Context: an optimization exercise on an open-source flow, tuned for small area and a short achievable clock period. The choices shown serve that exercise and are no tape-out recipe.
RTL that was checked went through simulation tests only; none was proved equivalent to the original.
For runs 1 and 7, only the layout was checked, not whether the RTL still works.
Power figures rest on the tool's default switching activity, not on a simulated workload.

$ cat flow/config.mk
export PLATFORM = sky130hd
export DESIGN_NAME = lab4_2
export DESIGN_NICKNAME = lab4_2
export VERILOG_FILES = /design/flow/design.v
export SDC_FILE = /design/flow/constraint.sdc
export NUM_CORES = 4
export LEC_CHECK = 0
export CAP_MARGIN = 20
export CORE_MARGIN = 2
export CORE_UTILIZATION = 35
export CTS_BUF_LIST = sky130_fd_sc_hd__clkbuf_8
export PLACE_DENSITY = 0.45
export SLEW_MARGIN = 20
$ cat flow/constraint.sdc
create_clock -name core_clock -period 36.0 [get_ports {CLK}]
set_input_delay 7.2000 -clock core_clock [delete_from_list [all_inputs] [get_ports {CLK}]]
set_output_delay 7.2000 -clock core_clock [all_outputs]
set_load 0.01 [all_outputs]
$ cat flow/design.v
`timescale 1ns / 1ps
module lab4_2(
  input [1:0] mode,
  input [2:0] n_gasoline_pumps,
  input [2:0] n_diesel_pumps,
  input [3:0] fuel_amount,
  input fuel_type,
  input CLK,
  input rst,
  output [0:5] pump_status,
  output is_gasoline_queue_not_full,
  output is_diesel_queue_not_full,
  output [3:0] n_cars_in_gasoline_queue,
  output [3:0] n_cars_in_diesel_queue,
  output [7:0] total_gasoline_needed,
  output [7:0] total_diesel_needed,
  output reg invalid_gasoline_car,
  output reg invalid_diesel_car,
  output reg invalid_setup_params
);
reg [2:0] gc;
reg [5:0] am;
reg [23:0] r;      
reg [31:0] gq;     
reg [31:0] dq;
reg [3:0] ncg, ncd;
reg [6:0] tg, td;
wire [23:0] r_keep;
wire [5:0]  newg, newd;
wire [31:0] gq_nx, dq_nx;
wire [3:0]  ncg0, ncg1, ncd0, ncd1;
wire [6:0]  tg0, td0;
lab4_2_core core (
  .gc(gc), .am(am), .r(r), .gq(gq), .dq(dq), .ncg(ncg), .ncd(ncd), .tg(tg), .td(td),
  .pump_status(pump_status),
  .r_keep(r_keep), .newg(newg), .newd(newd),
  .setup(setup), .eg(eg), .ed(ed), .gq_nx(gq_nx), .dq_nx(dq_nx),
  .ncg0(ncg0), .ncg1(ncg1), .ncd0(ncd0), .ncd1(ncd1),
  .tg0(tg0), .td0(td0));
wire nog = ncg[3] & ncg[2];      
wire nod = ncd[3] & ncd[2];
assign is_gasoline_queue_not_full = ~ncg[3];
assign is_diesel_queue_not_full   = ~ncd[3];
assign n_cars_in_gasoline_queue   = ncg;
assign n_cars_in_diesel_queue     = ncd;
assign total_gasoline_needed      = {nog, tg | {7{nog}}};
assign total_diesel_needed        = {nod, td | {7{nod}}};
wire setup  = mode[1];
wire addcmd = ~mode[1] & mode[0];
wire fa_ok  = ~fuel_amount[3] | (fuel_amount[2:0] == 3'd0);
wire add_g  = addcmd & ~fuel_type & fa_ok & ~ncg[3];
wire add_d  = addcmd &  fuel_type & fa_ok & ~ncd[3];
wire flag   = am[0];
reg [3:0] enc;
always @* begin
  case (fuel_amount)
    4'd0: enc = 4'b0000;
    4'd1: enc = 4'b1000;
    4'd2: enc = 4'b1100;
    4'd3: enc = 4'b0110;
    4'd4: enc = 4'b1011;
    4'd5: enc = 4'b0101;
    4'd6: enc = 4'b1010;
    4'd7: enc = 4'b1101;
    4'd8: enc = 4'b1110;
    default: enc = 4'bxxxx;
  endcase
end
wire [3:0] eg = add_g ? enc : 4'd0;
wire [3:0] ed = add_d ? enc : 4'd0;
wire [3:0] lo_g = {1'b0, tg0[2:0]} + {1'b0, fuel_amount[2:0]};
wire [3:0] lo_d = {1'b0, td0[2:0]} + {1'b0, fuel_amount[2:0]};
wire [6:0] tga = fuel_amount[3] ? tg0 + 7'd8 : {tg0[6:3] + lo_g[3], lo_g[2:0]};
wire [6:0] tda = fuel_amount[3] ? td0 + 7'd8 : {td0[6:3] + lo_d[3], lo_d[2:0]};
wire [2:0] sum3 = n_gasoline_pumps + n_diesel_pumps;
wire [3:0] sum4 = {1'b0, n_gasoline_pumps} + {1'b0, n_diesel_pumps};
wire valid = (sum3 != 3'd0) && (sum3 != 3'd7);
wire g_on  = valid && (n_gasoline_pumps != 3'd0);
wire d_on  = valid && (n_diesel_pumps != 3'd0);
integer i;
always @(posedge CLK) begin
  if (rst) begin
    gc <= 3'd0;
    am <= 6'd0;
    ncg <= 4'hf;
    ncd <= 4'hf;
    tg <= 7'd0;
    td <= 7'd0;
    invalid_gasoline_car <= 1'b0;
    invalid_diesel_car <= 1'b0;
    invalid_setup_params <= 1'b0;
  end else if (setup) begin
    gc <= ~valid ? 3'd0 : (n_gasoline_pumps == 3'd7) ? 3'd6 : n_gasoline_pumps;
    for (i = 0; i < 6; i = i + 1)
      am[i] <= valid && (sum4 > i);
    ncg <= g_on ? 4'd0 : 4'hf;
    ncd <= d_on ? 4'd0 : 4'hf;
    tg <= 7'd0;
    td <= 7'd0;
    invalid_gasoline_car <= 1'b0;
    invalid_diesel_car <= 1'b0;
    invalid_setup_params <= ~valid;
  end else begin
    ncg <= add_g ? ncg1 : ncg0;
    ncd <= add_d ? ncd1 : ncd0;
    tg <= add_g ? tga : tg0;
    td <= add_d ? tda : td0;
    invalid_gasoline_car <= flag & addcmd & ~fuel_type & (~fa_ok | ncg[3]);
    invalid_diesel_car   <= flag & addcmd &  fuel_type & (~fa_ok | ncd[3]);
  end
end
always @(posedge CLK) begin
  for (i = 0; i < 6; i = i + 1)
    r[4*i +: 4] <= (setup ? 4'd0 : r_keep[4*i +: 4]) |
                   (newg[i] ? eg : 4'd0) | (newd[i] ? ed : 4'd0);
  gq <= gq_nx;
  dq <= dq_nx;
end
endmodule
module lab4_2_core(
  input  [2:0]  gc,
  input  [5:0]  am,
  input  [23:0] r,
  input  [31:0] gq, dq,
  input  [3:0]  ncg, ncd,
  input  [6:0]  tg, td,
  output [0:5]  pump_status,
  output reg [23:0] r_keep,      
  output reg [5:0]  newg, newd,  
  input         setup,           
  input  [3:0]  eg, ed,          
  output reg [31:0] gq_nx, dq_nx,  
  output [3:0]  ncg0, ncg1, ncd0, ncd1,  
  output [6:0]  tg0, td0         
);
wire [5:0] gm = {gc[2] & gc[1], gc[2] & (gc[1] | gc[0]), gc[2], gc[2] | (gc[1] & gc[0]), gc[2] | gc[1], |gc};
wire [5:0] dm = am & ~gm;
reg  [5:0] free;
reg  [6:0] ohg, ohd;
reg  [5:0] tkg [0:5];      
reg  [5:0] tkd [0:5];
reg  [7:0] eqg, eqd;       
reg  [2:0] pfg, pfd;       
integer a, b, k;
genvar gi;
generate
  for (gi = 0; gi < 6; gi = gi + 1) begin : g_ps
    assign pump_status[gi] = am[gi] & free[gi];
  end
endgenerate
always @* begin
  for (a = 0; a < 6; a = a + 1)
    free[a] = ~(r[4*a+3] | r[4*a+2]);
  ohg = 7'd1;
  ohd = 7'd1;
  for (a = 0; a < 6; a = a + 1) begin
    tkg[a] = (gm[a] & free[a]) ? ohg[5:0] : 6'd0;
    tkd[a] = (dm[a] & free[a]) ? ohd[5:0] : 6'd0;
    if (gm[a] & free[a]) ohg = {ohg[5:0], 1'b0};
    if (dm[a] & free[a]) ohd = {ohd[5:0], 1'b0};
  end
  pfg = 3'd0;
  pfd = 3'd0;
  for (a = 0; a < 7; a = a + 1) begin
    if (ohg[a]) pfg = pfg | a;
    if (ohd[a]) pfd = pfd | a;
  end
  for (a = 0; a < 8; a = a + 1) begin
    eqg[a] = (ncg == a);
    eqd[a] = (ncd == a);
  end
  for (b = 0; b < 6; b = b + 1) begin
    r_keep[4*b +: 4] = {r[4*b +: 3], (~r[4*b] & r[4*b+1] & r[4*b+3]) | (r[4*b] & ~r[4*b+1] & ~r[4*b+3])};
    newg[b] = 1'b0;
    newd[b] = 1'b0;
    for (k = 0; k <= b; k = k + 1) begin
      if (tkg[b][k]) r_keep[4*b +: 4] = r_keep[4*b +: 4] | gq[4*k +: 4];
      if (tkd[b][k]) r_keep[4*b +: 4] = r_keep[4*b +: 4] | dq[4*k +: 4];
      newg[b] = newg[b] | (tkg[b][k] & eqg[k]);
      newd[b] = newd[b] | (tkd[b][k] & eqd[k]);
    end
  end
  for (b = 0; b < 8; b = b + 1) begin
    gq_nx[4*b +: 4] = insg[b] ? eg : 4'd0;
    dq_nx[4*b +: 4] = insd[b] ? ed : 4'd0;
    for (k = 0; k <= 6; k = k + 1) begin
      if (b + k <= 7) begin
        if (ohg[k] & ~setup) gq_nx[4*b +: 4] = gq_nx[4*b +: 4] | gq[4*(b+k) +: 4];
        if (ohd[k] & ~setup) dq_nx[4*b +: 4] = dq_nx[4*b +: 4] | dq[4*(b+k) +: 4];
      end
    end
  end
end
wire [3:0] ncg_sub = ncg - {1'b0, pfg};
wire [3:0] ncd_sub = ncd - {1'b0, pfd};
wire neg_g = ncg_sub[3] & ~ncg[3];
wire neg_d = ncd_sub[3] & ~ncd[3];
assign ncg0 = neg_g ? 4'd0 : ncg_sub;
assign ncd0 = neg_d ? 4'd0 : ncd_sub;
assign ncg1 = neg_g ? 4'd0 : ncg_sub + 4'd1;
assign ncd1 = neg_d ? 4'd0 : ncd_sub + 4'd1;
wire [7:0] insg, insd;
genvar gb;
generate
  for (gb = 0; gb < 8; gb = gb + 1) begin : g_ins
    assign insg[gb] = ~neg_g & (ncg_sub[2:0] == gb);
    assign insd[gb] = ~neg_d & (ncd_sub[2:0] == gb);
  end
endgenerate
wire [5:0] bg = gm & ~free;
wire [5:0] bd = dm & ~free;
wire [2:0] nbg = bg[0] + bg[1] + bg[2] + bg[3] + bg[4] + bg[5];
wire [2:0] nbd = bd[0] + bd[1] + bd[2] + bd[3] + bd[4] + bd[5];
assign tg0 = tg + {4'b1111, ~nbg} + 7'd1;
assign td0 = td + {4'b1111, ~nbd} + 7'd1;
endmodule
$ cat flow/flow/run.sh
#!/bin/bash
# Own layout flow: the standard layout (standard.sh) with these changes:
#  1. synthesis keeps lab4_2_core (pure combinational logic) apart from the
#     top module, so the command inputs only pass through the top's final
#     logic, and maps the logic with an area-minded ABC script (flow/abc.script)
#     and without the full-adder extraction (flow/synth.tcl); the registers
#     are the same as the standard synthesis's, all in the top module;
#  2. ports get sky130_fd_sc_hd__buf_1 buffers (the resizer sizes them up
#     where timing needs it);
#  3. ORFS's timing repair aims for a setup slack margin (flow/margin.txt),
#     so the gates get sized for a short period.
# Each tool's output goes to a log file of its own in this folder.
set -euo pipefail
W=$PWD
MARGIN=$(cat "$W/flow/margin.txt")
make -C "$FLOW_HOME" DESIGN_CONFIG="$W/config.mk" WORK_HOME="$W/orfs" CLKGATE_MAP_FILE= \
  SYNTH_SCRIPT="$W/flow/synth.tcl" MY_ABC_SCRIPT="$W/flow/abc.script" ADDER_MAP_FILE= \
  SYNTH_HIERARCHICAL=1 SYNTH_MINIMUM_KEEP_SIZE=0 \
  synth > "$W/synth.log" 2>&1
BUFFER_PORTS_ARGS="-buffer_cell sky130_fd_sc_hd__buf_1" SETUP_SLACK_MARGIN=$MARGIN \
  bash "$W/standard.sh" > "$W/layout.log" 2>&1
$ cat flow/flow/abc.script
strash
&get -n
&st
&dch -x
&nf -R 200
&st
&dch -x
&nf -R 200
&st
&dch -x
&nf -R 200
&put
$ cat flow/flow/margin.txt
27.45
$ cat flow/flow/synth.tcl
proc synth {args} { yosys synth -nofsm -noshare {*}$args }
proc abc {args} {
  set keep {}
  set skip 0
  foreach a $args {
    if { $skip } { set skip 0; continue }
    if { $a in {-script -constr -D} } { set skip 1; continue }
    lappend keep $a
  }
  if { [info exists ::env(MY_ABC_SCRIPT)] } { lappend keep -script $::env(MY_ABC_SCRIPT) }
  puts "abc (custom) $keep"
  yosys abc {*}$keep
}
source $::env(SCRIPTS_DIR)/synth.tcl
# left out here: clear keep_hierarchy, flatten, clean up, hide names made inside functions, write 1_2_yosys.v
$ cat flow/standard.sh
#!/bin/bash
# synth_recipe.tcl (not shown) runs the flow's synth.tcl, then flattens the netlist and writes it again
# the make line also repeats each setting of config.mk as NAME=value (left out here)
make -C /OpenROAD-flow-scripts/flow DESIGN_CONFIG=/design/flow/config.mk WORK_HOME=/design/flow/orfs CLKGATE_MAP_FILE= SYNTH_SCRIPT=/design/flow/synth_recipe.tcl "${@:-finish}"
==> summary.txt, run 1 <==
Logic synthesis
  – Multiplexer area fraction after synthesis: 0.001232
  – Post-Syn Area: 8122 um2
  – Top cells by area, synth: dfxtp_1 30%, a222oi_1 9.7%, nand2_1 7.5%, a22oi_1 7.4%, nor2_1 6.1%
  – Share of the synthesized area in the top cell type: 0.3007
  – Count of synthesis-stage warnings from yosys: 10
  – Post-Synth XOR/XNOR Area: 0.04853
  – Synthesized-area fraction occupied by ao, oa, aoi and oai cells: 0.3517
  – Post-synthesis area per instance: 7.541 um2
  – Fraction of the mapped netlist area in adder cells: 0.004930
  – Fraction of the mapped netlist area in simple logic gates: 0.2679
  – Gate Count Post-Synth: 1077
  – Proportion of synthesized chip area in sequential cells: 0.3007
  – Post-synthesis cell type count: 43
  – #FFs+latches synth: 122
  – Syn nets: 1092
  – Post-synth top area cell: dfxtp_1
  – Dominant combinational cell family by area after synthesis: compound AO/OA/AOI/OAI gates

Floorplanning
  – Die outline height: 156.3 um
  – I/O pin count: 50
  – Horizontal die dimension: 156.3 um
  – Initial cell density of the core: 0.3576
  – Cell row count: 55
  – Die Outline Area: 24440 um2
  – Area of the placeable core: 22710 um2

Worst setup path
  – Cell family contributing the most delay on the critical path: flip-flops
  – Maximum cell stage delay along the critical path: 370 ps
  – Worst setup path endpoint: pump_status[1]
  – Critical register-to-register path startpoint: gc[2]
  – Slowest stage cell on the critical path: dfxtp_1
  – Arrival time of data at the critical path endpoint: 1270 ps
  – Startpoint type of the worst setup path: flop
  – Instance count on the critical path: 3
  – Crit end category: primary output
  – Number of cells on the worst reg-to-reg path: 21
  – Crit Reg-Reg Endpoint: gq[27]
  – Worst-path cell chain: nor2_2 -> and2_1 -> buf_1
  – Required time worst endpoint: 28800 ps
  – Beginning of the critical path: r[7]
  – Count of buffer and inverter cells on the critical path: 1
  – Startpoint-to-endpoint class of the critical path: flop to primary output
  – Largest driver fanout on the critical path: 5
  – Worst R2R Setup Slack: 29660 ps

Place
  – Number of cells in the design after placement: 1423
  – Half-perimeter wire length after placement: 24400 um
  – Final RePlAce weighted congestion: 0.9389
  – Count of input and output buffers: 49
  – Cell Area, Placed: 8850 um2

GRT
  – Number of global-route vias before repair: 8688
  – Pin count of the biggest net entering global routing: 52
  – Total global routing track utilization: 0.2692
  – Global-route wire length before repair: 50800 um
  – Total overflow reported by the global router: 0
  – Number of antenna violations at the first check in global routing: 0

Cells and area
  – Antenna cells: 0
  – Most common library cell in the layout ignoring fill and taps: nand2_1
  – Area growth syn-to-layout: 19.03%
  – Layout cells sized above 1: 0.1054
  – Number of standard cells in the final layout excluding fillers: 1480
  – Final design area excluding fillers: 9667 um2
  – Nets@finish: 1198
  – Commonest cells after routing, fill and taps aside: 159 x nand2_1, 121 x nor2_1, 112 x dfxtp_1

Min path
  – Hold Path Class: flop to flop
  – Min-Delay Startpoint: invalid_setup_params

Timing
  – Final sum of negative setup slack: 0 ps
  – Ratio of final minimum period to clock period: 0.2354
  – Number of pins with negative max-slew slack in the final report: 0
  – Minimum period implied by the final worst setup slack: 8475 ps
  – Setup-violating endpoint count in the final report: 0
  – Slew Limit Headroom: 0.1996
  – Transition time at the pin with the least slew margin: 1190 ps
  – F_max: 118.0 MHz
  – RSZ-0062 raised after global routing: false
  – Final hold violation count: 0
  – Clock skew after layout: 14.69 ps

Power
  – Ratio of total power to cell area: 45.91 nW/um2
  – LEAKAGE: 3.481 nW
  – Max VDD drop: 0.02028 mV
  – Final Total Pwr: 0.4438 mW

Route
  – Post-detailed-routing wire length: 33440 um
  – Vias per inst: 6.376
  – Final ANT Viol Nets: 0
  – Routed WL per cell: 22.60 um
  – Drt drc: 0
  – Initial drt markers: 1352
  – Detailed-routing iteration count for the pre-antenna-repair pass: 10
  – Number of vias in the routed layout: 9436

CTS
  – Hold-fix buffers at CTS: 0
  – Clk slew on worst S/H paths: 80 ps
  – CTS root buf: clkbuf_8
  – TritonCTS buffer count: 17
  – CTS sink count: 122
  – Clk latency of the worst-skew pair: 450 ps
  – Worst-case clock buffer depth: 2
  – CTS tree: done
  – H-tree levels: 4

Outcome
  – Result of the run: timing/DRC/antenna clean

Run
  – Max-capacitance violation count: 0
==> area by class of cell <==
class,instances,area [um2]
fillers,2386,13040
multi-input cells,903,5709
flip-flops and latches,122,2467
repair buffers,89,531.8
well taps,285,356.6
clock buffers,21,289.0
inverters,50,187.7
clock inverters,10,125.1
==> Yosys cell counts <==
cell      count
nor2b_1       7
a21oi_1      35
and2_0       21
buf_4         2
xor2_1       15
a32oi_1       2
o21a_1        5
maj3_1        4
o21ai_0      80
nand3_1      44
o211ai_1      3
xnor2_1      30
a22o_1       17
nor4b_1       1
mux2i_1       1
a221o_1      25
nor2_1      132
o21bai_1      2
o32ai_1       1
nor3b_1       4
o21ba_1       5
a311oi_1      2
a31o_1        2
or3_1         6
o22a_1        1
nand4_1      16
a21o_1        2
a31oi_1       1
a22oi_1      80
nand3b_1      1
or2_0         6
nor4_1        4
nor4bb_1      1
a222oi_1     79
a221oi_1     29
clkinv_1     50
nand4b_1      1
nor3_1       41
and3_1        8
dfxtp_1     122
a32o_1        2
nand2b_1     25
nand2_1     162
==> per-stage QoR <==
step,hold slack [ps],setup slack (ps),utilization
after floorplan,433.3,27170,-
after global placement,443.3,26050,0.3895
after detailed placement,451.9,25930,0.3897
after CTS,473.1,27450,0.4196
after global routing,521.0,27450,0.4257
final,466.8,27530,0.4257
==> timing repair <==
action                     in CTS  in global routing
resized for setup              52                 21
setup endpoints to repair     132                 66
buffers inserted               14                 12
pin swaps                       8                  3
==> power by group <==
part	total [mW]	switching [mW]	internal, mW
clock network	0.134	0.0596	0.0746
registers	0.154	0.0129	0.142
logic	0.155	0.110	0.0448
total	0.444	0.183	0.261
==> worst min path at each step <==
| stage | to | slack (ps) | cells past startpoint |
|---|---|---|---|
| floorplan | am[3] | 430 | 1 |
| global placement | invalid_setup_params | 440 | 2 |
| detailed placement | invalid_setup_params | 450 | 2 |
| CTS | invalid_setup_params | 470 | 2 |
| global route | invalid_setup_params | 520 | 2 |
| finish | invalid_setup_params | 470 | 2 |
==> per-module statistics from Yosys, one instance, submodules excluded <==
module,flip-flops and latches,cells,cell area (um2),times used
lab4_2_core,0,701,4290,1
lab4_2,122,376,3831,1
==> tightest hold or removal path, stage by stage (launching register included) <==
cell and delay, ps:
dfxtp_1 330, nand2_1 50, o21ai_0 60
==> state kept, by name (all words and copies together) (netlist names) <==
signal,cells
r,24
tg,7
invalid_setup_params,1
gc,3
td,7
ncd,4
am,6
gq,32
invalid_diesel_car,1
ncg,4
dq,32
invalid_gasoline_car,1
==> kinds of logic (layout without fill, tap and decap cells) <==
logic type | after synthesis | in the layout
AND/OR/NAND/NOR | 480 | 480
AO/OA/AOI/OAI | 373 | 373
flip-flops | 122 | 122
buffers and inverters | 52 | 170
XOR/XNOR | 45 | 45
adder cells (fa/ha/maj) | 4 | 4
multiplexers | 1 | 1
==> routing by layer <==
layer	part of all wire	global-route usage
met5	0	0
met4	0.029	0.09611
met1	0.45	0.3676
met3	0.068	0.04099
met2	0.46	0.4309
==> inputs of run 2 (changes only) <==
--- a/flow/design.v
+++ b/flow/design.v
@@ -25,6 +25,29 @@
 reg [31:0] dq;
 reg [3:0] ncg, ncd;
 reg [6:0] tg, td;
+wire setup  = mode[1];
+wire addcmd = ~mode[1] & mode[0];
+wire fa_ok  = ~fuel_amount[3] | (fuel_amount[2:0] == 3'd0);
+wire add_g  = addcmd & ~fuel_type & fa_ok & ~ncg[3];
+wire add_d  = addcmd &  fuel_type & fa_ok & ~ncd[3];
+wire flag   = am[0];
+reg [3:0] enc;
+always @* begin
+  case (fuel_amount)
+    4'd0: enc = 4'b0000;
+    4'd1: enc = 4'b1000;
+    4'd2: enc = 4'b1100;
+    4'd3: enc = 4'b0110;
+    4'd4: enc = 4'b1011;
+    4'd5: enc = 4'b0101;
+    4'd6: enc = 4'b1010;
+    4'd7: enc = 4'b1101;
+    4'd8: enc = 4'b1110;
+    default: enc = 4'bxxxx;
+  endcase
+end
+wire [3:0] eg = add_g ? enc : 4'd0;
+wire [3:0] ed = add_d ? enc : 4'd0;
 wire [23:0] r_keep;
 wire [5:0]  newg, newd;
 wire [31:0] gq_nx, dq_nx;
@@ -45,29 +68,6 @@
 assign n_cars_in_diesel_queue     = ncd;
 assign total_gasoline_needed      = {nog, tg | {7{nog}}};
 assign total_diesel_needed        = {nod, td | {7{nod}}};
-wire setup  = mode[1];
-wire addcmd = ~mode[1] & mode[0];
-wire fa_ok  = ~fuel_amount[3] | (fuel_amount[2:0] == 3'd0);
-wire add_g  = addcmd & ~fuel_type & fa_ok & ~ncg[3];
-wire add_d  = addcmd &  fuel_type & fa_ok & ~ncd[3];
-wire flag   = am[0];
-reg [3:0] enc;
-always @* begin
-  case (fuel_amount)
-    4'd0: enc = 4'b0000;
-    4'd1: enc = 4'b1000;
-    4'd2: enc = 4'b1100;
-    4'd3: enc = 4'b0110;
-    4'd4: enc = 4'b1011;
-    4'd5: enc = 4'b0101;
-    4'd6: enc = 4'b1010;
-    4'd7: enc = 4'b1101;
-    4'd8: enc = 4'b1110;
-    default: enc = 4'bxxxx;
-  endcase
-end
-wire [3:0] eg = add_g ? enc : 4'd0;
-wire [3:0] ed = add_d ? enc : 4'd0;
 wire [3:0] lo_g = {1'b0, tg0[2:0]} + {1'b0, fuel_amount[2:0]};
 wire [3:0] lo_d = {1'b0, td0[2:0]} + {1'b0, fuel_amount[2:0]};
 wire [6:0] tga = fuel_amount[3] ? tg0 + 7'd8 : {tg0[6:3] + lo_g[3], lo_g[2:0]};
@@ -141,7 +141,7 @@
 reg  [5:0] tkd [0:5];
 reg  [7:0] eqg, eqd;       
 reg  [2:0] pfg, pfd;       
-integer a, b, k;
+integer a, b, k, q, c;
 genvar gi;
 generate
   for (gi = 0; gi < 6; gi = gi + 1) begin : g_ps
@@ -168,27 +168,6 @@
   for (a = 0; a < 8; a = a + 1) begin
     eqg[a] = (ncg == a);
     eqd[a] = (ncd == a);
-  end
-  for (b = 0; b < 6; b = b + 1) begin
-    r_keep[4*b +: 4] = {r[4*b +: 3], (~r[4*b] & r[4*b+1] & r[4*b+3]) | (r[4*b] & ~r[4*b+1] & ~r[4*b+3])};
-    newg[b] = 1'b0;
-    newd[b] = 1'b0;
-    for (k = 0; k <= b; k = k + 1) begin
-      if (tkg[b][k]) r_keep[4*b +: 4] = r_keep[4*b +: 4] | gq[4*k +: 4];
-      if (tkd[b][k]) r_keep[4*b +: 4] = r_keep[4*b +: 4] | dq[4*k +: 4];
-      newg[b] = newg[b] | (tkg[b][k] & eqg[k]);
-      newd[b] = newd[b] | (tkd[b][k] & eqd[k]);
-    end
-  end
-  for (b = 0; b < 8; b = b + 1) begin
-    gq_nx[4*b +: 4] = insg[b] ? eg : 4'd0;
-    dq_nx[4*b +: 4] = insd[b] ? ed : 4'd0;
-    for (k = 0; k <= 6; k = k + 1) begin
-      if (b + k <= 7) begin
-        if (ohg[k] & ~setup) gq_nx[4*b +: 4] = gq_nx[4*b +: 4] | gq[4*(b+k) +: 4];
-        if (ohd[k] & ~setup) dq_nx[4*b +: 4] = dq_nx[4*b +: 4] | dq[4*(b+k) +: 4];
-      end
-    end
   end
 end
 wire [3:0] ncg_sub = ncg - {1'b0, pfg};
@@ -207,6 +186,31 @@
     assign insd[gb] = ~neg_d & (ncd_sub[2:0] == gb);
   end
 endgenerate
+always @* begin
+  for (b = 0; b < 6; b = b + 1) begin
+    r_keep[4*b +: 4] = {r[4*b +: 3], (~r[4*b] & r[4*b+1] & r[4*b+3]) | (r[4*b] & ~r[4*b+1] & ~r[4*b+3])};
+    newg[b] = 1'b0;
+    newd[b] = 1'b0;
+    for (k = 0; k <= b; k = k + 1) begin
+      if (tkg[b][k]) r_keep[4*b +: 4] = r_keep[4*b +: 4] | gq[4*k +: 4];
+      if (tkd[b][k]) r_keep[4*b +: 4] = r_keep[4*b +: 4] | dq[4*k +: 4];
+      newg[b] = newg[b] | (tkg[b][k] & eqg[k]);
+      newd[b] = newd[b] | (tkd[b][k] & eqd[k]);
+    end
+  end
+end
+always @* begin
+  for (q = 0; q < 8; q = q + 1) begin
+    gq_nx[4*q +: 4] = insg[q] ? eg : 4'd0;
+    dq_nx[4*q +: 4] = insd[q] ? ed : 4'd0;
+    for (c = 0; c <= 6; c = c + 1) begin
+      if (q + c <= 7) begin
+        if (ohg[c] & ~setup) gq_nx[4*q +: 4] = gq_nx[4*q +: 4] | gq[4*(q+c) +: 4];
+        if (ohd[c] & ~setup) dq_nx[4*q +: 4] = dq_nx[4*q +: 4] | dq[4*(q+c) +: 4];
+      end
+    end
+  end
+end
 wire [5:0] bg = gm & ~free;
 wire [5:0] bd = dm & ~free;
 wire [2:0] nbg = bg[0] + bg[1] + bg[2] + bg[3] + bg[4] + bg[5];
==> flow/flow/margin.txt (replaced) <==
27.3
==> summary.txt, run 2 <==
Place
  – Final RePlAce weighted congestion: 0.9692
  – Half-perimeter wire length after placement: 24420 um
  – Count of input and output buffers: 49

Cells and area
  – Total area of sequential cells: 2454 um2
  – Largest registers in the final layout: dq x32, gq x32, r x24
  – Nets@finish: 1175
  – Most common library cell in the layout ignoring fill and taps: nand2_1
  – Filler Cells Inserted: 2379
  – Area used by multi-input combinational logic: 5607 um2
  – Area growth syn-to-layout: 16.15%
  – Layout cells sized above 1: 0.07928
  – Antenna cells: 0
  – Commonest cells after routing, fill and taps aside: 154 x nand2_1, 118 x nor2_1, 117 x dfxtp_1

Power
  – Max VDD drop: 0.02279 mV
  – Final Total Pwr: 0.4422 mW
  – LEAKAGE: 3.362 nW
  – Ratio of total power to cell area: 46.93 nW/um2

Logic synthesis
  – Syn nets: 1084
  – Fraction of the mapped netlist area in simple logic gates: 0.2653
  – Post-synthesis cell type count: 42
  – Post-synth top flop: dfxtp_1
  – Multiplexer area fraction after synthesis: 0.001234
  – Count of synthesis-stage warnings from yosys: 10
  – EDFF count, synth: 0
  – Dominant combinational cell family by area after synthesis: compound AO/OA/AOI/OAI gates
  – Proportion of synthesized chip area in sequential cells: 0.3010
  – Gate Count Post-Synth: 1069
  – Most common library cells after synthesis: 157 x nand2_1, 128 x nor2_1, 122 x dfxtp_1
  – FFs w/ async S/R, synth: 0
  – Top cells by area, synth: dfxtp_1 30%, a222oi_1 9.7%, nand2_1 7.3%, a22oi_1 7.2%, nor2_1 5.9%
  – Synthesized-area fraction occupied by ao, oa, aoi and oai cells: 0.3539
  – Share of the synthesized area in the top cell type: 0.3010
  – Post-synthesis area per instance: 7.589 um2
  – Post-Synth XOR/XNOR Area: 0.04858
  – #FFs+latches synth: 122
  – Most frequent cell after synthesis: nand2_1
  – Post-synth top area cell: dfxtp_1
  – Post-Syn Area: 8113 um2
  – Fraction of the mapped netlist area in adder cells: 0.004935

Timing
  – Final hold violation count: 0
  – Slew Limit Headroom: 0.2819
  – Setup-violating endpoint count in the final report: 0
  – Clock skew after layout: 17.21 ps
  – RSZ-0062 raised after global routing: true
  – Number of pins with negative max-slew slack in the final report: 0
  – F_max: 115.5 MHz
  – Minimum period implied by the final worst setup slack: 8655 ps
  – Final sum of negative setup slack: 0 ps
  – Ratio of final minimum period to clock period: 0.2404
  – Transition time at the pin with the least slew margin: 1069 ps

GRT
  – Number of global-route vias before repair: 8769
  – Number of antenna violations at the first check in global routing: 0
  – Total overflow reported by the global router: 0
  – Global-route wire length before repair: 52180 um
  – Pin count of the biggest net entering global routing: 52
  – Total global routing track utilization: 0.2776

Worst setup path
  – Startpoint-to-endpoint class of the critical path: flop to primary output
  – Crit end category: primary output
  – Arrival time of data at the critical path endpoint: 1450 ps
  – Required time worst endpoint: 28800 ps
  – Worst R2R Setup Slack: 29790 ps
  – Startpoint type of the worst setup path: flop
  – Largest driver fanout on the critical path: 5

CTS
  – CTS sink count: 122
  – Clk slew on worst S/H paths: 80 ps
  – H-tree levels: 4
  – Hold-fix buffers at CTS: 0
  – CTS tree: done
  – Worst-case clock buffer depth: 2
  – TritonCTS buffer count: 17
  – Clk latency of the worst-skew pair: 460 ps
  – CTS root buf: clkbuf_8

Route
  – Final ANT Viol Nets: 0
  – Vias per inst: 6.485
  – Detailed-routing iteration count for the pre-antenna-repair pass: 11
  – Routed WL per cell: 23.20 um
  – Drt drc: 0
  – Post-detailed-routing wire length: 33830 um
  – Initial drt markers: 1696
  – Number of vias in the routed layout: 9455

Floorplanning
  – Die Outline Area: 24410 um2
  – I/O pin count: 50
  – Die outline height: 156.2 um
  – Cell row count: 55
  – Initial cell density of the core: 0.3572
  – Area of the placeable core: 22710 um2
  – Horizontal die dimension: 156.2 um

Run
  – Max-capacitance violation count: 0

Min path
  – Hold Path Class: flop to flop

Outcome
  – Result of the run: timing/DRC/antenna clean
## run 2: cell count changes in the layout (fill, tap and decap cells not counted), moves of 5 or more
| cell | delta |
|---|---|
| a221o_1 | +5 |
| and2_0 | +6 |
| buf_1 | +7 |
| buf_4 | -14 |
| dfxtp_1 | +5 |
| inv_6 | +5 |
| nand2_1 | -5 |
| nor2_4 | -5 |
## run 2: Yosys stat by module (local to each module, per instance)
module,cells,area [um2],times used
lab4_2,376,3831,1
lab4_2_core,693,4282,1
## run 2: final timing paths
kind | start | cells after the start | to
max | r[19] | 3 | pump_status[4]
min | invalid_setup_params | 2 | invalid_setup_params
max reg2reg | gc[2] | 22 | ncg[3]
min reg2reg | invalid_setup_params | 2 | invalid_setup_params
## run 2: cell families (layout without fill, tap and decap cells)
group | count (synthesis) | in the layout
compound gates | 374 | 374
xor+xnor | 45 | 45
fa+ha+maj | 4 | 4
buf+inv | 52 | 156
flops | 122 | 122
mux | 1 | 1
simple gates | 471 | 471
## run 2: area by class of cell
class	instances	area share
repair buffers	74	0.04196
flip-flops and latches	122	0.2604
clock inverters	15	0.02005
inverters	50	0.01992
well taps	285	0.03784
multi-input cells	895	0.5950
clock buffers	17	0.02483
## run 2: through the flow
stage	instance area, um2	cells	setup slack [ps]	util	hold slack, ps
floorplan	8144	1069	27160	-	433.3
global placement	8832	1421	26200	0.3889	452.6
detailed placement	8832	1421	26200	0.3889	448.1
CTS	9333	1455	27310	0.4110	468.2
global route	9423	1458	27280	0.4149	520.7
finish	9423	1458	27350	0.4149	455.7
## run 2: worst max-delay path, stage by stage, from the launching register on
cell	delay (ps)
dfxtp_1	410
nor2_4	210
and2_1	210
buf_1	180
## run 2: what timing repair did
item / in CTS / in global routing
endpoints found under the setup margin: 125 / 65
resized for setup: 24 / 19
buffers inserted: 2 / 3
## run 2: where the power goes
group / switching [mW] / internal (mW)
Combinational: 0.107 / 0.0422
Sequential: 0.0152 / 0.141
Clock: 0.0663 / 0.0698
## run 2: routing by layer
layer | GRT usage | part of all wire
met5 | 0 | 0
met4 | 0.09218 | 0.027
met3 | 0.05372 | 0.081
met2 | 0.4365 | 0.45
met1 | 0.3811 | 0.44
==> inputs of run 3 (changes only) <==
--- a/flow/flow/synth.tcl
+++ b/flow/flow/synth.tcl
@@ -1,3 +1,7 @@
+# The standard synthesis (synth_recipe.tcl: ORFS synth.tcl without Yosys's fsm
+# and share passes, then flatten and rename), except that ABC maps the logic
+# with the script named by MY_ABC_SCRIPT (flow/abc.script) instead of ORFS's
+# speed script with its 36 ps delay target.  Registers are untouched by ABC.
 proc synth {args} { yosys synth -nofsm -noshare {*}$args }
 proc abc {args} {
   set keep {}
==> summary.txt, run 3 <==
Worst setup path
  – Number of cells on the worst reg-to-reg path: 22
  – Startpoint-to-endpoint class of the critical path: flop to primary output
  – Critical register-to-register path startpoint: gc[2]
  – Largest driver fanout on the critical path: 5
  – Arrival time of data at the critical path endpoint: 1450 ps
  – Worst R2R Setup Slack: 29790 ps
  – Crit Reg-Reg Endpoint: ncg[3]
  – Required time worst endpoint: 28800 ps
  – Beginning of the critical path: r[19]
  – Startpoint type of the worst setup path: flop
  – Crit end category: primary output

Route
  – Initial drt markers: 1696
  – Sum of routed wire segments on met1: 14800 um
  – Met3 routed WL: 2752 um
  – Final ANT Viol Nets: 0
  – Post-detailed-routing wire length: 33830 um
  – Top layer reached by signal wires: met4
  – Detailed-routing iteration count for the pre-antenna-repair pass: 11
  – Detail Route met2 WL: 15370 um
  – Routed WL per cell: 23.20 um
  – Number of vias in the routed layout: 9455
  – Drt drc: 0
  – Vias per inst: 6.485

Logic synthesis
  – Post-synthesis cell type count: 42
  – Fraction of the mapped netlist area in adder cells: 0.004935
  – Post-Synth XOR/XNOR Area: 0.04858
  – Post-synthesis area per instance: 7.589 um2
  – Post-synth top flop: dfxtp_1
  – Most frequent cell after synthesis: nand2_1
  – FFs w/ async S/R, synth: 0
  – Proportion of synthesized chip area in sequential cells: 0.3010
  – Top cells by area, synth: dfxtp_1 30%, a222oi_1 9.7%, nand2_1 7.3%, a22oi_1 7.2%, nor2_1 5.9%
  – #FFs+latches synth: 122
  – Post-Syn Area: 8113 um2
  – Syn nets: 1084
  – Multiplexer area fraction after synthesis: 0.001234
  – Share of the synthesized area in the top cell type: 0.3010
  – Fraction of the mapped netlist area in simple logic gates: 0.2653
  – Post-synth top area cell: dfxtp_1
  – Most common library cells after synthesis: 157 x nand2_1, 128 x nor2_1, 122 x dfxtp_1
  – Count of synthesis-stage warnings from yosys: 10
  – Dominant combinational cell family by area after synthesis: compound AO/OA/AOI/OAI gates
  – Gate Count Post-Synth: 1069
  – Synthesized-area fraction occupied by ao, oa, aoi and oai cells: 0.3539
  – EDFF count, synth: 0

Power
  – Max VDD drop: 0.02279 mV
  – Proportion of power drawn by flip-flops and latches: 0.354
  – Sw Share: 0.4270
  – LEAKAGE: 3.362 nW
  – Internal power component: 0.2534 mW
  – Portion of total power attributed to combinational logic: 0.338
  – Total net switching power: 0.1888 mW
  – Ratio of total power to cell area: 46.93 nW/um2
  – Share of total power in the clock network: 0.308

GRT
  – Global-route wire length before repair: 52180 um
  – Total global routing track utilization: 0.2776
  – Number of antenna violations at the first check in global routing: 0
  – Total overflow reported by the global router: 0
  – Number of global-route vias before repair: 8769
  – Pin count of the biggest net entering global routing: 52

CTS
  – CTS sink count: 122
  – Hold-fix buffers at CTS: 0
  – CTS tree: done
  – Worst-case clock buffer depth: 2
  – H-tree levels: 4
  – Clk latency of the worst-skew pair: 460 ps
  – TritonCTS buffer count: 17
  – Clk slew on worst S/H paths: 80 ps
  – CTS root buf: clkbuf_8

Timing
  – Transition time at the pin with the least slew margin: 1069 ps
  – RSZ-0062 raised after global routing: true
  – Setup-violating endpoint count in the final report: 0
  – Ratio of final minimum period to clock period: 0.2404
  – Clock skew after layout: 17.21 ps
  – Final sum of negative setup slack: 0 ps
  – Final worst hold slack: 455.7 ps
  – Number of pins with negative max-slew slack in the final report: 0
  – Slew Limit Headroom: 0.2819
  – Minimum period implied by the final worst setup slack: 8655 ps
  – Final hold violation count: 0
  – F_max: 115.5 MHz

Floorplanning
  – Initial cell density of the core: 0.3572
  – Area of the placeable core: 22710 um2
  – I/O pin count: 50
  – Cell row count: 55
  – Die Outline Area: 24410 um2
  – Die outline height: 156.2 um
  – Horizontal die dimension: 156.2 um

Place
  – Number of cells in the design after placement: 1421
  – Count of input and output buffers: 49
  – Half-perimeter wire length after placement: 24420 um
  – Final RePlAce weighted congestion: 0.9692

Cells and area
  – Number of standard cells in the final layout excluding fillers: 1458
  – Largest registers in the final layout: dq x32, gq x32, r x24
  – Most common library cell in the layout ignoring fill and taps: nand2_1
  – Commonest cells after routing, fill and taps aside: 154 x nand2_1, 118 x nor2_1, 117 x dfxtp_1
  – Filler Cells Inserted: 2379
  – Nets@finish: 1175
  – Layout cells sized above 1: 0.07928
  – Antenna cells: 0
  – Area growth syn-to-layout: 16.15%

Min path
  – Hold Path Class: flop to flop
  – Min-Delay Startpoint: invalid_setup_params
  – Cells on Worst Hold Path: 2
  – Hold worst-path end: invalid_setup_params

Run
  – Max-capacitance violation count: 0

Outcome
  – Result of the run: timing/DRC/antenna clean
run 3: cell counts in the layout (fill, tap and decap cells not counted):
Identical to the previous run, type by type.
run 3: Yosys stat by module, one instance, submodules excluded:
module | cell area (um2) | flip-flops and latches | copies in the design
lab4_2 | 3831 | 122 | 1
lab4_2_core | 4282 | 0 | 1
run 3: logic make-up after synthesis:
group                      Yosys count
and+or+nand+nor                    471
AOI/OAI and AO/OA                  374
DFF                                122
buffers and inverters               52
xor gates and xnor gates            45
adders and majority gates            4
muxes                                1
run 3: what timing repair did:
item,CTS,global route
hold endpoints to repair,0,0
resized for setup,24,19
setup endpoints to repair,125,65
buffers inserted,2,3
run 3: worst max-delay path by stage:
| stage | to | cells past startpoint |
|---|---|---|
| 5_1_grt | ncg[2] | 8 |
| 4_1_cts | pump_status[5] | 3 |
| 3_3_place_gp | r[23] | 8 |
| 3_5_place_dp | r[19] | 8 |
| 2_1_floorplan | r[0] | 7 |
| 6_report | pump_status[4] | 3 |
run 3: cell type report:
type                    count  area [um2]  area share
clock buffers              17       234.0     0.02483
clock inverters            15       188.9     0.02005
inverters                  50       187.7     0.01992
multi-input cells         895        5607      0.5950
flip-flops and latches    122        2454      0.2604
well taps                 285       356.6     0.03784
repair buffers             74       395.4     0.04196
run 3: critical path, stage by stage, from the launching register on:
cell and delay (ps):
dfxtp_1 410, nor2_4 210, and2_1 210, buf_1 180
run 3: per-stage QoR:
step	total power [mW]	setup WS, ps	cell area (um2)	utilization
3_5_place_dp	0.3040	26200	8832	0.3889
5_1_grt	0.4708	27280	9423	0.4149
3_3_place_gp	0.3059	26200	8832	0.3889
2_1_floorplan	0.2496	27160	8144	-
6_report	0.4422	27350	9423	0.4149
4_1_cts	0.4423	27310	9333	0.4110
run 3: power by group through the flow:
| stage | Combinational, mW | Clock, mW | Sequential [mW] |
|---|---|---|---|
| after global routing | 0.167 | 0.146 | 0.158 |
| final | 0.150 | 0.136 | 0.157 |
| after CTS | 0.146 | 0.140 | 0.156 |
| after global placement | 0.147 | 0 | 0.159 |
| after floorplan | 0.0957 | 0 | 0.154 |
| after detailed placement | 0.145 | 0 | 0.159 |
run 3: layer usage:
metal	global-route usage	up-vias
met2	0.4365	495
met5	0	-
met3	0.05372	75
met4	0.09218	0
met1	0.3811	4500
li1	-	4385
==> inputs of run 4 (changes only) <==
==> flow/flow/abc.script (replaced) <==
strash
&get -n
&st
&dch
&nf -R 200
&st
&dch
&nf -R 200
&st
&dch
&nf -R 200
&put
==> summary.txt, run 4 <==
Timing
  – Ratio of final minimum period to clock period: 0.2402
  – Clock skew after layout: 23.07 ps
  – RSZ-0062 raised after global routing: false
  – F_max: 115.7 MHz
  – Minimum period implied by the final worst setup slack: 8646 ps
  – Final worst slack: 27350 ps
  – Final sum of negative setup slack: 0 ps
  – Number of pins with negative max-slew slack in the final report: 0
  – Setup-violating endpoint count in the final report: 0
  – Slew Limit Headroom: 0.3431
  – Transition time at the pin with the least slew margin: 981.7 ps
  – Final hold violation count: 0

Logic synthesis
  – Syn nets: 1093
  – Post-Syn Area: 8130 um2
  – Gate Count Post-Synth: 1078
  – FFs w/ async S/R, synth: 0
  – Post-synthesis cell type count: 42
  – #FFs+latches synth: 122
  – Top cells by area, synth: dfxtp_1 30%, a222oi_1 9.4%, a22oi_1 7.6%, nand2_1 7.0%, nor2_1 6.1%
  – EDFF count, synth: 0
  – Most frequent cell after synthesis: nand2_1
  – Count of synthesis-stage warnings from yosys: 10
  – Proportion of synthesized chip area in sequential cells: 0.3004
  – Most common library cells after synthesis: 152 x nand2_1, 133 x nor2_1, 122 x dfxtp_1
  – Post-synth top flop: dfxtp_1
  – Post-synth top area cell: dfxtp_1
  – Post-synthesis area per instance: 7.542 um2
  – Share of the synthesized area in the top cell type: 0.3004

Power
  – Share of total power in the clock network: 0.304
  – LEAKAGE: 3.371 nW
  – Portion of total power attributed to combinational logic: 0.347
  – Total net switching power: 0.1920 mW
  – Internal power component: 0.2551 mW
  – Proportion of power drawn by flip-flops and latches: 0.349
  – Max VDD drop: 0.02467 mV
  – Sw Share: 0.4295
  – Ratio of total power to cell area: 46.89 nW/um2

Route
  – Vias per inst: 6.488
  – Post-detailed-routing wire length: 34450 um
  – Final ANT Viol Nets: 0
  – Initial drt markers: 1417
  – Detailed-routing iteration count for the pre-antenna-repair pass: 7
  – Number of vias in the routed layout: 9551
  – Drt drc: 0
  – Routed WL per cell: 23.40 um

Worst setup path
  – Crit end category: primary output
  – Maximum cell stage delay along the critical path: 410 ps
  – Number of cells on the worst reg-to-reg path: 22
  – Worst-path cell chain: nor2_4 -> and2_0 -> buf_1
  – Startpoint-to-endpoint class of the critical path: flop to primary output
  – Beginning of the critical path: r[3]
  – Count of buffer and inverter cells on the critical path: 1
  – Critical register-to-register path startpoint: gc[2]
  – Startpoint type of the worst setup path: flop
  – Worst R2R Setup Slack: 29730 ps
  – Crit Reg-Reg Endpoint: ncg[3]
  – Slowest stage cell on the critical path: dfxtp_1
  – Instance count on the critical path: 3
  – Required time worst endpoint: 28800 ps
  – Arrival time of data at the critical path endpoint: 1450 ps
  – Cell family contributing the most delay on the critical path: simple AND/OR/NAND/NOR gates
  – Largest driver fanout on the critical path: 7

CTS
  – H-tree levels: 4
  – TritonCTS buffer count: 17
  – CTS sink count: 122
  – Clk latency of the worst-skew pair: 470 ps
  – CTS root buf: clkbuf_8
  – CTS tree: done
  – Worst-case clock buffer depth: 2
  – Clk slew on worst S/H paths: 90 ps
  – Hold-fix buffers at CTS: 0

Floorplanning
  – Die Outline Area: 24460 um2
  – Horizontal die dimension: 156.4 um
  – Cell row count: 55
  – I/O pin count: 50
  – Area of the placeable core: 22710 um2
  – Die outline height: 156.4 um
  – Initial cell density of the core: 0.3580

Run
  – Max-capacitance violation count: 0

GRT
  – Global-route wire length before repair: 53340 um
  – Total global routing track utilization: 0.2811
  – Number of global-route vias before repair: 8838
  – Number of antenna violations at the first check in global routing: 0
  – Pin count of the biggest net entering global routing: 51
  – Total overflow reported by the global router: 0

Place
  – Half-perimeter wire length after placement: 25070 um
  – Worst slack at placement: 26190 ps
  – Final RePlAce weighted congestion: 0.9340
  – Cell Area, Placed: 8838 um2
  – Count of input and output buffers: 49

Cells and area
  – Area growth syn-to-layout: 17.28%
  – Largest registers in the final layout: dq x32, gq x32, r x24
  – Filler Cells Inserted: 2397
  – Most common library cell in the layout ignoring fill and taps: nand2_1
  – Commonest cells after routing, fill and taps aside: 149 x nand2_1, 123 x nor2_1, 117 x dfxtp_1
  – Final design area excluding fillers: 9535 um2
  – Layout cells sized above 1: 0.08172
  – Nets@finish: 1189
  – End-of-flow core utilization: 0.4199
  – Antenna cells: 0

Min path
  – Cells on Worst Hold Path: 2
  – Hold worst-path end: invalid_setup_params
  – Min-Delay Startpoint: invalid_setup_params
  – Hold Path Class: flop to flop

Outcome
  – Result of the run: timing/DRC/antenna clean
[run 4: changes by cell type after synthesis, moves of 2 or more]
cell and delta:
a21oi_1 +2, a221oi_1 -2, a222oi_1 -3, a22oi_1 +4, clkinv_1 +2, nand2_1 -5
nand2b_1 +6, nand4_1 +3, nor2_1 +5, nor4b_1 -4, o211ai_1 +2, o21ba_1 -2
xnor2_1 -2
[run 4: what timing repair did]
action                     CTS  global route
setup endpoints to repair  109            71
buffers inserted             5             7
pin swaps                    3             1
resized for setup           30            18
cloned                       0             1
[run 4: logic make-up (layout without fill, tap and decap cells)]
group                    count (synthesis)  after routing  synth area share
adder cells (fa/ha/maj)                  4              4          0.004925
AND/OR/NAND/NOR                        478            478            0.2685
multiplexers                             1              1          0.001231
buffers and inverters                   54            163           0.02585
AO/OA/AOI/OAI                          375            375            0.3516
flip-flops                             122            122            0.3004
XOR/XNOR                                44             44           0.04740
[run 4: final cells by class]
cell class,count,area [um2],area share
Clock buffer,18,247.7,0.02598
Clock inverter,14,173.9,0.01824
Inverter,52,195.2,0.02047
Multi-Input combinational cell,902,5624,0.5898
Sequential cell,122,2451,0.2571
Tap cell,285,356.6,0.03740
Timing Repair Buffer,79,486.7,0.05104
[run 4: worst max path at each step]
stage / slack [ps] / end
2_1_floorplan: 27140 / r[0]
3_3_place_gp: 26280 / r[0]
3_5_place_dp: 26190 / r[8]
5_1_grt: 27300 / pump_status[0]
6_report: 27350 / pump_status[0]
4_1_cts: 27310 / pump_status[4]
[run 4: worst min-delay path, stage by stage (launching register included)]
cell and delay, ps:
dfxtp_1 330, nand2_1 40, o21ai_0 60
[run 4: per-stage QoR]
step	instances	hold slack, ps	power, mW
floorplan	1078	433.3	0.2513
global placement	1427	446.0	0.3091
detailed placement	1427	442.5	0.3080
CTS	1464	462.3	0.4465
global route	1472	504.4	0.4748
finish	1472	459.2	0.4471
[run 4: per-module statistics from Yosys (local to each module, per instance)]
module / times used / cells inside / cell area, um2
lab4_2: 1 / 376 / 3831
lab4_2_core: 1 / 702 / 4299
[run 4: power groups by stage]
stage	registers, mW	clock network [mW]	logic (mW)
2_1_floorplan	0.154	0	0.0976
3_5_place_dp	0.159	0	0.149
3_3_place_gp	0.158	0	0.151
6_report	0.156	0.136	0.155
4_1_cts	0.156	0.139	0.151
5_1_grt	0.158	0.144	0.173
[run 4: routing by layer]
metal	global-route usage	vias up	wire length, um
li1	-	4419	-
met1	0.3891	4553	15130
met5	0	-	0
met3	0.03766	81	2686
met4	0.1027	0	1129
met2	0.4464	498	15500
==> inputs of run 5 (changes only) <==
==> flow/flow/abc.script (replaced) <==
strash
&get -n
&fraig -x
&put
scorr
dc2
dret
strash
&get -n
&dch -f
&nf
&put
==> summary.txt, run 5 <==
Outcome
  – Result of the run: stopped before the end
  – Stage reached: synthesis (1_2_yosys)
  – First logged error message: ERROR: ABC script did not complete successfully

Logic synthesis
  – Count of synthesis-stage warnings from yosys: 4
==> inputs of run 6 (changes only) <==
==> flow/flow/abc.script (replaced) <==
strash
&get -n
&st
&dch -x
&nf -R 200
&st
&dch -x
&nf -R 200
&st
&dch -x
&nf -R 200
&put
--- a/flow/config.mk
+++ b/flow/config.mk
@@ -7,7 +7,7 @@
 export LEC_CHECK = 0
 export CAP_MARGIN = 20
 export CORE_MARGIN = 2
-export CORE_UTILIZATION = 35
+export CORE_UTILIZATION = 42
 export CTS_BUF_LIST = sky130_fd_sc_hd__clkbuf_8
-export PLACE_DENSITY = 0.45
+export PLACE_DENSITY = 0.52
 export SLEW_MARGIN = 20
==> summary.txt, run 6 <==
Worst setup path
  – Number of cells on the worst reg-to-reg path: 22
  – Arrival time of data at the critical path endpoint: 1450 ps
  – Critical register-to-register path startpoint: gc[2]
  – Worst R2R Setup Slack: 29790 ps
  – Crit Reg-Reg Endpoint: ncg[3]
  – Crit end category: primary output
  – Startpoint-to-endpoint class of the critical path: flop to primary output
  – Required time worst endpoint: 28800 ps
  – Startpoint type of the worst setup path: flop
  – Largest driver fanout on the critical path: 4

CTS
  – Clk slew on worst S/H paths: 80 ps
  – Clk latency of the worst-skew pair: 460 ps
  – CTS root buf: clkbuf_8
  – Hold-fix buffers at CTS: 0
  – CTS tree: done
  – CTS sink count: 122
  – TritonCTS buffer count: 17
  – Worst-case clock buffer depth: 2
  – H-tree levels: 4

Floorplanning
  – Area of the placeable core: 18830 um2
  – Die outline height: 143.0 um
  – Horizontal die dimension: 143.0 um
  – Initial cell density of the core: 0.4308
  – Die Outline Area: 20440 um2
  – Cell row count: 50
  – I/O pin count: 50

Route
  – Drt drc: 0
  – Vias per inst: 6.599
  – Number of vias in the routed layout: 9424
  – Routed WL per cell: 22.05 um
  – Detailed-routing iteration count for the pre-antenna-repair pass: 10
  – Post-detailed-routing wire length: 31490 um
  – Initial drt markers: 1322
  – Final ANT Viol Nets: 0

Timing
  – Number of pins with negative max-slew slack in the final report: 0
  – F_max: 115.6 MHz
  – Minimum period implied by the final worst setup slack: 8647 ps
  – Final hold violation count: 0
  – RSZ-0062 raised after global routing: true
  – Clock skew after layout: 19.83 ps
  – Setup-violating endpoint count in the final report: 0
  – Transition time at the pin with the least slew margin: 1155 ps
  – Final sum of negative setup slack: 0 ps
  – Final worst hold slack: 468.6 ps
  – Final worst slack: 27350 ps
  – Slew Limit Headroom: 0.2189
  – Ratio of final minimum period to clock period: 0.2402

Min path
  – Min-Delay Startpoint: invalid_setup_params
  – Hold Path Class: flop to flop
  – Cells on Worst Hold Path: 2
  – Hold worst-path end: invalid_setup_params

Logic synthesis
  – Post-Synth XOR/XNOR Area: 0.04858
  – Gate Count Post-Synth: 1069
  – Most frequent cell after synthesis: nand2_1
  – Post-synth top area cell: dfxtp_1
  – Post-Syn Area: 8113 um2
  – Dominant combinational cell family by area after synthesis: compound AO/OA/AOI/OAI gates
  – Fraction of the mapped netlist area in adder cells: 0.004935
  – Proportion of synthesized chip area in sequential cells: 0.3010
  – Syn nets: 1084
  – Synthesized-area fraction occupied by ao, oa, aoi and oai cells: 0.3539
  – FFs w/ async S/R, synth: 0
  – #FFs+latches synth: 122
  – Fraction of the mapped netlist area in simple logic gates: 0.2653
  – Share of the synthesized area in the top cell type: 0.3010
  – Top cells by area, synth: dfxtp_1 30%, a222oi_1 9.7%, nand2_1 7.3%, a22oi_1 7.2%, nor2_1 5.9%
  – Post-synthesis area per instance: 7.589 um2
  – Most common library cells after synthesis: 157 x nand2_1, 128 x nor2_1, 122 x dfxtp_1
  – EDFF count, synth: 0
  – Post-synth top flop: dfxtp_1
  – Post-synthesis cell type count: 42
  – Multiplexer area fraction after synthesis: 0.001234
  – Count of synthesis-stage warnings from yosys: 10

Cells and area
  – Area used by multi-input combinational logic: 5594 um2
  – End-of-flow core utilization: 0.4968
  – Antenna cells: 0
  – Largest registers in the final layout: dq x32, gq x32, r x24
  – Filler Cells Inserted: 1890
  – Area growth syn-to-layout: 15.31%
  – Layout cells sized above 1: 0.07277
  – Nets@finish: 1171
  – Total area of sequential cells: 2456 um2
  – Most common library cell in the layout ignoring fill and taps: nand2_1
  – Commonest cells after routing, fill and taps aside: 154 x nand2_1, 122 x nor2_1, 115 x dfxtp_1

GRT
  – Total global routing track utilization: 0.3071
  – Pin count of the biggest net entering global routing: 52
  – Number of antenna violations at the first check in global routing: 0
  – Number of global-route vias before repair: 8604
  – Global-route wire length before repair: 48880 um
  – Total overflow reported by the global router: 0

Place
  – Count of input and output buffers: 49
  – Half-perimeter wire length after placement: 22750 um
  – Worst slack at placement: 26020 ps
  – Final RePlAce weighted congestion: 0.9815

Power
  – Ratio of total power to cell area: 47.49 nW/um2
  – Max VDD drop: 0.02161 mV
  – Final Total Pwr: 0.4443 mW
  – LEAKAGE: 3.348 nW

Outcome
  – Result of the run: timing/DRC/antenna clean

Run
  – Max-capacitance violation count: 0
==> run 6: cell type report <==
cell class                 instances  share of cell area
multi-input combinational        895              0.5980
sequential                       122              0.2625
timing repair buffer              70             0.03718
tap                              260             0.03477
clock buffer                      17             0.02501
clock inverter                    14             0.02247
inverter                          50             0.02006
==> run 6: worst max-delay path by stage <==
stage                        start        endpoint  slack [ps]  cells after the start
6_report                     r[22]  pump_status[5]       27350                      3
5_1_grt        n_gasoline_pumps[0]           am[4]       27290                      8
4_1_cts                      r[19]  pump_status[4]       27310                      3
3_5_place_dp        fuel_amount[2]           r[18]       26020                      8
3_3_place_gp        fuel_amount[0]            r[2]       26110                      8
2_1_floorplan       fuel_amount[1]            r[0]       27160                      7
==> run 6: cell families (layout without fill, tap and decap cells) <==
logic type                 after synthesis  in the layout
buffers and inverters                   52            151
adders and majority gates                4              4
and+or+nand+nor                        471            471
AOI/OAI and AO/OA                      374            374
muxes                                    1              1
xor gates and xnor gates                45             45
DFF                                    122            122
==> run 6: power by group <==
part	switching (mW)	internal, mW
clock network	0.0654	0.0770
registers	0.0148	0.141
logic	0.104	0.0415
total	0.184	0.260
==> run 6: modules after synthesis (local to each module, per instance) <==
module / times used / cells / cell area [um2]
lab4_2: 1 / 376 / 3831
lab4_2_core: 1 / 693 / 4282
==> run 6: metrics by stage <==
step           instance area (um2)  cells
6_report                      9355   1428
5_1_grt                       9355   1428
4_1_cts                       9309   1428
3_5_place_dp                  8787   1394
3_3_place_gp                  8781   1394
2_1_floorplan                 8144   1069
==> run 6: worst max-delay path: stages, from the launching register on <==
cell     delay [ps]
dfxtp_1         400
nor2_4          210
and2_0          220
buf_1           170
==> run 6: repair_timing <==
action | in CTS | in global routing
hold endpoints to repair | 0 | 0
pin swaps | 1 | 1
buffers inserted | 3 | 0
gates cloned | 0 | 0
resized for setup | 22 | 18
endpoints found under the setup margin | 94 | 60
==> run 6: layer usage <==
metal / GRT usage / up-vias / wire [um] / share of wire
met5: 0 / - / 0 / 0
met4: 0.1350 / 0 / 1099 / 0.035
met3: 0.05768 / 90 / 2833 / 0.090
met2: 0.4757 / 530 / 14160 / 0.45
met1: 0.4159 / 4412 / 13400 / 0.43
li1: - / 4392 / - / -
==> inputs of run 7 (changes only) <==
--- a/flow/design.v
+++ b/flow/design.v
@@ -55,13 +55,18 @@
 wire [6:0]  tg0, td0;
 lab4_2_core core (
   .gc(gc), .am(am), .r(r), .gq(gq), .dq(dq), .ncg(ncg), .ncd(ncd), .tg(tg), .td(td),
-  .pump_status(pump_status),
   .r_keep(r_keep), .newg(newg), .newd(newd),
   .setup(setup), .eg(eg), .ed(ed), .gq_nx(gq_nx), .dq_nx(dq_nx),
   .ncg0(ncg0), .ncg1(ncg1), .ncd0(ncd0), .ncd1(ncd1),
   .tg0(tg0), .td0(td0));
 wire nog = ncg[3] & ncg[2];      
 wire nod = ncd[3] & ncd[2];
+genvar gp;
+generate
+  for (gp = 0; gp < 6; gp = gp + 1) begin : g_ps
+    assign pump_status[gp] = am[gp] & ~r[4*gp+3] & ~r[4*gp+2];
+  end
+endgenerate
 assign is_gasoline_queue_not_full = ~ncg[3];
 assign is_diesel_queue_not_full   = ~ncd[3];
 assign n_cars_in_gasoline_queue   = ncg;
@@ -124,7 +129,6 @@
   input  [31:0] gq, dq,
   input  [3:0]  ncg, ncd,
   input  [6:0]  tg, td,
-  output [0:5]  pump_status,
   output reg [23:0] r_keep,      
   output reg [5:0]  newg, newd,  
   input         setup,           
@@ -142,12 +146,6 @@
 reg  [7:0] eqg, eqd;       
 reg  [2:0] pfg, pfd;       
 integer a, b, k, q, c;
-genvar gi;
-generate
-  for (gi = 0; gi < 6; gi = gi + 1) begin : g_ps
-    assign pump_status[gi] = am[gi] & free[gi];
-  end
-endgenerate
 always @* begin
   for (a = 0; a < 6; a = a + 1)
     free[a] = ~(r[4*a+3] | r[4*a+2]);
--- a/flow/config.mk
+++ b/flow/config.mk
@@ -7,7 +7,7 @@
 export LEC_CHECK = 0
 export CAP_MARGIN = 20
 export CORE_MARGIN = 2
-export CORE_UTILIZATION = 42
+export CORE_UTILIZATION = 35
 export CTS_BUF_LIST = sky130_fd_sc_hd__clkbuf_8
-export PLACE_DENSITY = 0.52
+export PLACE_DENSITY = 0.45
 export SLEW_MARGIN = 20
==> summary.txt, run 7 <==
Outcome
  – Result of the run: timing/DRC/antenna clean

Logic synthesis
  – Share of the synthesized area in the top cell type: 0.2998
  – EDFF count, synth: 0
  – Most frequent cell after synthesis: nand2_1
  – Proportion of synthesized chip area in sequential cells: 0.2998
  – Post-synthesis area per instance: 7.722 um2
  – Count of synthesis-stage warnings from yosys: 10
  – Syn nets: 1070
  – Post-synth top area cell: dfxtp_1
  – #FFs+latches synth: 122
  – Top cells by area, synth: dfxtp_1 30%, a222oi_1 8.7%, a22oi_1 8.0%, nand2_1 6.4%, nor2_1 6.0%
  – Most common library cells after synthesis: 138 x nand2_1, 131 x nor2_1, 122 x dfxtp_1
  – Post-Syn Area: 8147 um2
  – Post-synth top flop: dfxtp_1
  – Gate Count Post-Synth: 1055
  – FFs w/ async S/R, synth: 0
  – Post-synthesis cell type count: 45

Worst setup path
  – Worst R2R Setup Slack: 30040 ps
  – Critical register-to-register path startpoint: r[6]
  – Crit Reg-Reg Endpoint: gq[27]
  – Startpoint-to-endpoint class of the critical path: input pin to flop
  – Number of cells on the worst reg-to-reg path: 20
  – Arrival time of data at the critical path endpoint: 9030 ps
  – Required time worst endpoint: 36400 ps
  – Crit end category: flop
  – Largest driver fanout on the critical path: 8
  – Startpoint type of the worst setup path: input pin

GRT
  – Number of antenna violations at the first check in global routing: 0
  – Total overflow reported by the global router: 0
  – Total global routing track utilization: 0.2671
  – Number of global-route vias before repair: 8345
  – Pin count of the biggest net entering global routing: 44
  – Global-route wire length before repair: 50090 um

CTS
  – TritonCTS buffer count: 17
  – H-tree levels: 4
  – Clk slew on worst S/H paths: 90 ps
  – CTS sink count: 122
  – Worst-case clock buffer depth: 2
  – CTS root buf: clkbuf_8
  – CTS tree: done
  – Clk latency of the worst-skew pair: 460 ps

Cells and area
  – Nets@finish: 1161
  – Number of standard cells in the final layout excluding fillers: 1472
  – Antenna cells: 0
  – Layout cells sized above 1: 0.08110
  – Commonest cells after routing, fill and taps aside: 136 x nand2_1, 127 x nor2_1, 118 x dfxtp_1
  – Area growth syn-to-layout: 16.63%
  – End-of-flow core utilization: 0.4171
  – Largest registers in the final layout: dq x32, gq x32, r x24
  – Most common library cell in the layout ignoring fill and taps: nand2_1
  – Final design area excluding fillers: 9502 um2

Place
  – Cell Area, Placed: 8911 um2
  – Number of cells in the design after placement: 1433
  – Final RePlAce weighted congestion: 0.9422
  – Half-perimeter wire length after placement: 24170 um
  – Worst slack at placement: 26030 ps
  – Count of input and output buffers: 49

Power
  – Share of total power in the clock network: 0.303
  – Sw Share: 0.4282
  – Proportion of power drawn by flip-flops and latches: 0.360
  – Final Total Pwr: 0.4355 mW
  – Portion of total power attributed to combinational logic: 0.338
  – Max VDD drop: 0.02660 mV
  – Ratio of total power to cell area: 45.83 nW/um2
  – Internal power component: 0.2490 mW
  – Total net switching power: 0.1865 mW
  – LEAKAGE: 3.382 nW

Route
  – Final ANT Viol Nets: 0
  – Vias per inst: 6.344
  – Drt drc: 0
  – Detailed-routing iteration count for the pre-antenna-repair pass: 8
  – Number of vias in the routed layout: 9338
  – Post-detailed-routing wire length: 33110 um
  – Routed WL per cell: 22.49 um
  – Initial drt markers: 1349

Timing
  – Minimum period implied by the final worst setup slack: 8624 ps
  – Transition time at the pin with the least slew margin: 1108 ps
  – Final hold violation count: 0
  – Final sum of negative setup slack: 0 ps
  – Setup-violating endpoint count in the final report: 0
  – Final worst slack: 27380 ps
  – Ratio of final minimum period to clock period: 0.2396
  – Clock skew after layout: 20.32 ps
  – Number of pins with negative max-slew slack in the final report: 0
  – Slew Limit Headroom: 0.2548
  – RSZ-0062 raised after global routing: true
  – F_max: 116.0 MHz
  – Final worst hold slack: 494.2 ps

Floorplanning
  – Horizontal die dimension: 156.6 um
  – Die Outline Area: 24510 um2
  – Area of the placeable core: 22780 um2
  – I/O pin count: 50
  – Die outline height: 156.6 um
  – Cell row count: 55
  – Initial cell density of the core: 0.3576

Min path
  – Cells on Worst Hold Path: 2
  – Min-Delay Startpoint: invalid_setup_params
  – Hold worst-path end: invalid_setup_params
  – Hold Path Class: flop to flop

Run
  – Max-capacitance violation count: 0
[run 7: cell types whose count changed after synthesis, moves of 8 or more]
cell / delta
a21boi_0: +8
a221o_1: +17
a222oi_1: -8
a22oi_1: +9
nand2_1: -19
o21ai_0: -13
[run 7: cells by family (layout without fill, tap and decap cells)]
group	after synthesis	after routing	synth area share
AND/OR/NAND/NOR	456	456	0.2594
buffers and inverters	46	150	0.02212
AO/OA/AOI/OAI	381	381	0.3643
flip-flops	122	122	0.2998
adder cells (fa/ha/maj)	4	4	0.004915
XOR/XNOR	46	46	0.04946
[run 7: worst max-delay path, cell delays in order]
cell	delay (ps)
clkbuf_2	170
nor3_2	200
nor2_1	90
nor2_1	130
nand4_1	160
nor2_1	640
buf_4	280
nand2_1	60
nand3_1	90
[run 7: final cells by class]
cell class / instances / area, um2
fill: 2407 / 13280
multi-input combinational: 887 / 5687
sequential: 122 / 2452
timing repair buffer: 74 / 396.6
tap: 313 / 391.6
clock buffer: 18 / 247.7
inverter: 44 / 167.7
clock inverter: 14 / 158.9
[run 7: what timing repair did]
item                                    CTS  global route
resized for setup                        22            14
buffers inserted                          5             2
hold buffers                              0             0
endpoints found under the setup margin  126            71
pin swaps                                 3             3
[run 7: worst max-delay path by stage]
stage                              startpoint      to  slack (ps)
after CTS                 n_gasoline_pumps[1]  ncd[1]       27300
after global placement                mode[1]   r[23]       26150
after global routing        n_diesel_pumps[1]   am[4]       27270
final                          fuel_amount[1]  dq[17]       27380
after floorplan                fuel_amount[1]    r[0]       27150
after detailed placement              mode[1]    r[8]       26030
[run 7: modules after synthesis, one instance, submodules excluded]
module / times used / flops+latches
lab4_2: 1 / 122
lab4_2_core: 1 / 0
[run 7: power by group through the flow]
stage / registers (mW) / clock network (mW) / logic, mW
6_report: 0.157 / 0.132 / 0.147
3_5_place_dp: 0.159 / 0 / 0.144
3_3_place_gp: 0.158 / 0 / 0.146
4_1_cts: 0.156 / 0.135 / 0.146
2_1_floorplan: 0.154 / 0 / 0.0959
5_1_grt: 0.158 / 0.141 / 0.162
[run 7: per-layer routing]
| metal | routed length (um) | up-vias | GRT usage |
|---|---|---|---|
| met4 | 1125 | 0 | 0.09830 |
| li1 | - | 4375 | - |
| met3 | 2575 | 79 | 0.05179 |
| met2 | 14220 | 491 | 0.3933 |
| met5 | 0 | - | 0 |
| met1 | 15190 | 4393 | 0.3845 |

re-timing with driven ports:
No port has a modelled driver above. Below, the same layouts with a new extraction and two added sets of constraints. Step 1, drivers: a clkbuf_16 drives CLK and a buf_2 each remaining input, both assumed. Step 2 also shifts input and output timing later by t, the mid clock arrival at the registers, as if the neighbouring blocks saw the same clock. Three values: no drivers, after step 1, after step 2; two values: the first two.
run | t, ns | setup slack, ns | worst setup path at the end | slew at the worst register clock pin (ns) | worst data-port slew with drivers (ns)
run 1 | 0.490 | 27.525 / 27.481 / 27.095 | input to register | 0.08 / 0.08 | 0.03
run 2 | 0.492 | 27.345 / 27.301 / 26.961 | input to register | 0.09 / 0.09 | 0.03
run 3 | 0.492 | 27.345 / 27.301 / 26.961 | input to register | 0.09 / 0.09 | 0.03
run 4 | 0.504 | 27.354 / 27.308 / 26.954 | input to register | 0.09 / 0.09 | 0.03
run 6 | 0.495 | 27.353 / 27.308 / 26.895 | input to register | 0.09 / 0.09 | 0.03
run 7 | 0.492 | 27.376 / 27.362 / 26.904 | input to register | 0.10 / 0.10 | 0.04
After both steps setup and hold are still met in every run listed. For run 7, which loses most, drivers alone change the setup slack by -0.014 ns; drivers and shift together by -0.472 ns.
